This is an optimization exercise on Yosys and OpenROAD, whose aim is small area, a short achievable clock period and few clock cycles per item, not a production implementation. In this exercise RTL edits were held to simulation tests only and were not proved equivalent to the original. Power and IR drop assume default switching activity.

==> flow/design.v (excerpt) <==
module median_filter #(
  parameter WIDTH = 8,
  parameter P_WIN = 5
) (
  input  logic [WIDTH*P_WIN*P_WIN-1:0]  filter_win_in,
  input  logic                          filter_in_vld,
  output logic                          filter_in_rdy,
  output logic [WIDTH-1:0]              filter_data_out,
  output logic                          filter_out_vld,
  input  logic                          filter_out_rdy,
  input  logic [5:0]                    r_mf_threshold,
  input  logic clk,
  input  logic rst_n
);
localparam int LAT = 3;    
localparam int CAP = 4;    
localparam int CW  = 3;
wire acc = filter_in_vld & filter_in_rdy;
wire [5:0] rc0 = ~r_mf_threshold;
wire v0 = acc;
wire [7:0] e0_0 = filter_win_in[7:0];
wire [7:0] e0_1 = filter_win_in[15:8];
wire [7:0] e0_2 = filter_win_in[23:16];
wire [7:0] e0_3 = filter_win_in[31:24];
wire [7:0] e0_4 = filter_win_in[39:32];
wire [7:0] e0_5 = filter_win_in[47:40];
wire [7:0] e0_6 = filter_win_in[55:48];
wire [7:0] e0_7 = filter_win_in[63:56];
wire [7:0] e0_8 = filter_win_in[71:64];
wire [7:0] e0_9 = filter_win_in[79:72];
wire [7:0] e0_10 = filter_win_in[87:80];
wire [7:0] e0_11 = filter_win_in[95:88];
wire [7:0] e0_12 = filter_win_in[103:96];
wire [7:0] e0_13 = filter_win_in[111:104];
wire [7:0] e0_14 = filter_win_in[119:112];
wire [7:0] e0_15 = filter_win_in[127:120];
  ...
Size in the first run: about 420 flip-flops, ~220 I/O pins, ~22000 um2 of cells after synthesis.
==> flow/config.mk <==
export PLATFORM = sky130hd
export DESIGN_NAME = median_filter
export DESIGN_NICKNAME = median_filter
export VERILOG_FILES = /design/flow/design.v
export SDC_FILE = /design/flow/constraint.sdc
export NUM_CORES = 4
export LEC_CHECK = 0
export ABC_AREA = 1
export CAP_MARGIN = 20
export CORE_MARGIN = 2
export CORE_UTILIZATION = 60
export SETUP_SLACK_MARGIN = 2.5
export SLEW_MARGIN = 20
==> flow/constraint.sdc <==
create_clock -name core_clock -period 8.5 [get_ports {clk}]
set_input_delay 1.7000 -clock core_clock [delete_from_list [all_inputs] [get_ports {clk}]]
set_output_delay 1.7000 -clock core_clock [all_outputs]
set_load 0.01 [all_outputs]
standard.sh (not shown) runs the stock make flow with config.mk's settings and CLKGATE_MAP_FILE= SYNTH_SCRIPT=/design/flow/synth_recipe.tcl, a recipe that flattens the netlist after the stock synthesis.
==> flow/flow/run.sh <==
#!/bin/bash
# The standard layout (the standard.sh: standard synthesis, ORFS place, CTS and route),
# with two changes: the port buffers that global placement inserts on every input and output
# are sky130_fd_sc_hd__buf_1 instead of the cell buffer_ports picks by default (the resizer
# may still upsize them), and clock tree synthesis uses larger sink clusters and no dummy
# loads. make's full output goes to flow.log here.
set -euo pipefail
bash standard.sh \
  BUFFER_PORTS_ARGS="-buffer_cell sky130_fd_sc_hd__buf_1" \
  CTS_ARGS="-sink_clustering_enable -repair_clock_nets -sink_clustering_size 24 -sink_clustering_max_diameter 100 -dont_use_dummy_load" \
  finish > flow.log 2>&1
Testbench counts at the start, summed over its fixed seeds: cycles 3,232, items 3,200.
Then changed:
==> flow/flow/run.sh (replaced) <==
#!/bin/bash
# The standard layout (the standard.sh: standard synthesis, ORFS place, CTS and route),
# with one change: the port buffers that global placement inserts on every input and output
# are sky130_fd_sc_hd__buf_1 instead of the cell buffer_ports picks by default. The resizer
# may still upsize them later. make's full output goes to flow.log here.
set -euo pipefail
export BUFFER_PORTS_ARGS="-buffer_cell sky130_fd_sc_hd__buf_1"
bash standard.sh BUFFER_PORTS_ARGS="$BUFFER_PORTS_ARGS" finish > flow.log 2>&1
Settings changed: ABC_AREA 1 to default, SETUP_SLACK_MARGIN 2.5 to 3.5.
Die area shrinks by 1.3%.
Critical path depth does not change.
Clock-buffer cell count grows by 32.
Synthesized area shrinks by 1.3%.
Then changed:
==> flow/flow/run.sh (replaced) <==
#!/bin/bash
# The standard layout (the standard.sh: standard synthesis, ORFS place, CTS and route),
# with two changes: the port buffers that global placement inserts on every input and output
# are sky130_fd_sc_hd__buf_1 instead of the cell buffer_ports picks by default (the resizer
# may still upsize them), and clock tree synthesis uses larger sink clusters and no dummy
# loads. make's full output goes to flow.log here.
set -euo pipefail
bash standard.sh \
  BUFFER_PORTS_ARGS="-buffer_cell sky130_fd_sc_hd__buf_1" \
  CTS_ARGS="-sink_clustering_enable -repair_clock_nets -sink_clustering_size 24 -sink_clustering_max_diameter 100 -dont_use_dummy_load" \
  finish > flow.log 2>&1
Settings changed: SETUP_SLACK_MARGIN 3.5 to 3.0.
The new run completed with no timing, DRC or antenna violations.
Total power decreases by 17%.
First-iteration DRC count drops by 3.7%.
Routed wire length drops by 8.1%.
Then changed:
==> flow/flow/run.sh (replaced) <==
#!/bin/bash
# The standard layout (the standard.sh: standard synthesis, ORFS place, CTS and route),
# with one change: the port buffers that global placement inserts on every input and output
# are sky130_fd_sc_hd__buf_1 instead of the cell buffer_ports picks by default. The resizer
# may still upsize them later. make's full output goes to flow.log here.
set -euo pipefail
export BUFFER_PORTS_ARGS="-buffer_cell sky130_fd_sc_hd__buf_1"
bash standard.sh BUFFER_PORTS_ARGS="$BUFFER_PORTS_ARGS" finish > flow.log 2>&1
Effect:
- final area rises by about 3.7%
- core utilization rises by 2.5 points
- worst hold slack hardly moves
- area after synthesis does not change
- count of clock-buffer cells in the layout rises by 35
- worst setup slack gains 0.068 ns
- total power rises by about 9%
- non-clock buffer count falls by 1
Then changed:
==> flow/flow/run.sh (replaced) <==
#!/bin/bash
# The standard layout (the standard.sh: standard synthesis, ORFS place, CTS and route),
# with two changes: the port buffers that global placement inserts on every input and output
# are sky130_fd_sc_hd__buf_1 instead of the cell buffer_ports picks by default (the resizer
# may still upsize them), and clock tree synthesis uses larger sink clusters and no dummy
# loads. make's full output goes to flow.log here.
set -euo pipefail
bash standard.sh \
  BUFFER_PORTS_ARGS="-buffer_cell sky130_fd_sc_hd__buf_1" \
  CTS_ARGS="-sink_clustering_enable -repair_clock_nets -sink_clustering_size 24 -sink_clustering_max_diameter 100 -dont_use_dummy_load" \
  finish > flow.log 2>&1
Settings changed: ABC_AREA from default to 1.
Final area came out lower by about 3.8%.
Setup slack improves by 0.018 ns.
Maximum frequency came out higher by about 0.34%.
Sequential cell count is unchanged.
Combinational power barely changes.
Sequential share of layout area came out higher by 1.4 points.
Global-route usage came out lower by 2.5 points.
Then changed:
==> flow/flow/run.sh (replaced) <==
#!/bin/bash
# The standard layout (the standard.sh: standard synthesis, ORFS place, CTS and route),
# with one change: the port buffers that global placement inserts on every input and output
# are sky130_fd_sc_hd__buf_1 instead of the cell buffer_ports picks by default. The resizer
# may still upsize them later. make's full output goes to flow.log here.
set -euo pipefail
export BUFFER_PORTS_ARGS="-buffer_cell sky130_fd_sc_hd__buf_1"
bash standard.sh BUFFER_PORTS_ARGS="$BUFFER_PORTS_ARGS" finish > flow.log 2>&1
Settings changed: ABC_AREA 1 to default, CTS_BUF_LIST from default to sky130_fd_sc_hd__clkbuf_4 sky130_fd_sc_hd__clkbuf_8, CTS_CLUSTER_SIZE from default to 20.
Worst setup slack gets worse by 0.024 ns.
Total power came out higher by 9.2%.
Design area came out higher by 3.9%.
Global-route usage came out higher by 2.7 points.
Clock skew came out lower by 0.029 ns.
Routed wire length came out higher by 5.5%.
Hold slack gets better by 0.013 ns.
Combinational power came out lower by about 1%.
First-iteration DRC count came out lower by 9.6%.
Register-to-register slack gets worse by 0.20 ns.
Count of clock-buffer cells in the layout came out higher by 74.

* * *

## v16
Starting RTL as in the previous note.
Settings: LEC_CHECK=0, CAP_MARGIN=20, CORE_MARGIN=2, CORE_UTILIZATION=75, SETUP_SLACK_MARGIN=3.0, SLEW_MARGIN=20; clock period 8.5 ns.
==> flow/flow/run.sh <==
#!/bin/bash
# The standard layout (the standard.sh: standard synthesis, ORFS place, CTS and route),
# with one change: the port buffers that global placement inserts on every input and output
# are sky130_fd_sc_hd__buf_1 instead of the cell buffer_ports picks by default. The resizer
# may still upsize them later. make's full output goes to flow.log here.
set -euo pipefail
export BUFFER_PORTS_ARGS="-buffer_cell sky130_fd_sc_hd__buf_1"
bash standard.sh BUFFER_PORTS_ARGS="$BUFFER_PORTS_ARGS" finish > flow.log 2>&1
The final layout from v16, which completed every stage, passed the timing, DRC and antenna checks at the end of the flow.
Testbench counts of v16, summed over its fixed seeds: cycles 3,232, items 3,200.
Input-level comparison between v21 and v16:
- a change of CORE_UTILIZATION from 75 to 60
==> flow/flow/run.sh <==
#!/bin/bash
# The standard layout (the standard.sh: standard synthesis, ORFS place, CTS and route),
# with two changes: the port buffers that global placement inserts on every input and output
# are sky130_fd_sc_hd__buf_1 instead of the cell buffer_ports picks by default (the resizer
# may still upsize them), and clock tree synthesis uses larger sink clusters and no dummy
# loads. make's full output goes to flow.log here.
set -euo pipefail
bash standard.sh \
  BUFFER_PORTS_ARGS="-buffer_cell sky130_fd_sc_hd__buf_1" \
  CTS_ARGS="-sink_clustering_enable -repair_clock_nets -sink_clustering_size 32 -sink_clustering_max_diameter 140 -dont_use_dummy_load" \
  finish > flow.log 2>&1
==> run summary <==
- The run showing the smaller total of cells resized after clock tree synthesis is v21.
- The H-tree depth reported by CTS in v21 sits 1 below the value recorded for v16.
- First-pass GRT wire length (v21 vs. v16) decreases by more than 10%
- Summary — critical path data arrival time, v21 relative to v16: lower, by 100 ps.
- v21 -> v16: count of multi-input combinational gates flat
- Relative to v16, well-tap cell count has increased by 84 in v21.
- v21 ended up with a lower routed wire length than v16 did.
- v21 ends up with a sequential portion of the cell area that is 1.5 points higher than in v16.
Input changes introduced in v22 (baseline for comparison: v21):
- an added ABC_AREA of 1
- a change of CORE_UTILIZATION from 60 to 50
--- a/flow/flow/run.sh
+++ b/flow/flow/run.sh
@@ -10 +10 @@
-  CTS_ARGS="-sink_clustering_enable -repair_clock_nets -sink_clustering_size 32 -sink_clustering_max_diameter 140 -dont_use_dummy_load" \
+  CTS_ARGS="-sink_clustering_enable -repair_clock_nets -sink_clustering_size 24 -sink_clustering_max_diameter 100 -dont_use_dummy_load" \
### Flow results
- Re register-to-register slack: v21 was lower than v22.
- In the reports for v21 and v22, the larger die area belongs to v22.
- v22 ended up with q1_18 as its end point of the critical path; v21 ended up with q1_16.
- Summary — sequential power share, v22 relative to v21: lower, by 1.2 points.
- From v21 to v22 the numbers moved as follows: final net count moved up, critical path depth now sits higher.
## Diff of input files: v8 against v22
- CORE_UTILIZATION: 50 -> 60
==> flow/flow/run.sh <==
#!/bin/bash
# The standard layout (the standard.sh: standard synthesis, ORFS place, CTS and route),
# with one change: the port buffers that global placement inserts on every input and output
# are sky130_fd_sc_hd__buf_1 instead of the cell buffer_ports picks by default. The resizer
# may still upsize them later. make's full output goes to flow.log here.
set -euo pipefail
export BUFFER_PORTS_ARGS="-buffer_cell sky130_fd_sc_hd__buf_1"
bash standard.sh BUFFER_PORTS_ARGS="$BUFFER_PORTS_ARGS" finish > flow.log 2>&1
- For number of clock buffers in the layout, dividing the value from v8 by the value from v22 gives 2.5.
- Timing endpoint of the critical path = q1_7: v8; timing endpoint of the critical path = q1_18: v22
- Looking at period utilization, v8 sits 0.41 points below v22.
- v8 vs v22: portion of total power attributed to the clock network up

[port drivers added, routing unchanged]
Ports are ideal in the flow. The routed layouts listed here were re-timed in OpenROAD. Step 1, drivers: a clkbuf_16 drives clk and a buf_2 each remaining input, both assumed. Step 2 moves the port delays by t, midway between the first and last clock arrival at a register: inputs arrive t later, outputs are due t later. That takes back most of the time a late clock gives input paths. Three values: ideal, step 1, step 2; two values: the first two.
| run | shift t [ns] | setup slack, ns | slew at the worst register clock pin (ns) |
|---|---|---|---|
| the first run of note 1 | 0.587 | 2.815 / 2.850 / 2.263 | 0.10 / 0.10 |
| the second run of note 1 | 0.629 | 3.338 / 3.335 / 2.706 | 0.07 / 0.07 |
| the third run of note 1 | 0.581 | 3.032 / 3.049 / 2.469 | 0.10 / 0.10 |
| the fourth run of note 1 | 0.634 | 3.101 / 3.135 / 2.501 | 0.07 / 0.07 |
| the fifth run of note 1 | 0.588 | 3.119 / 3.149 / 2.561 | 0.10 / 0.10 |
| the sixth run of note 1 | 0.677 | 3.095 / 3.103 / 2.432 | 0.07 / 0.07 |
| v16 | 0.611 | 3.042 / 3.044 / 2.433 | 0.07 / 0.07 |
| v21 | 0.579 | 3.085 / 3.063 / 2.485 | 0.12 / 0.12 |
| v22 | 0.591 | 3.082 / 3.117 / 2.526 | 0.10 / 0.10 |
| v8 | 0.613 | 3.116 / 3.148 / 2.536 | 0.07 / 0.07 |
After both steps every run listed still meets setup and hold. The setup slack of the sixth run of note 1, which loses most, moves by +0.008 ns with the drivers and by -0.663 ns with both steps.
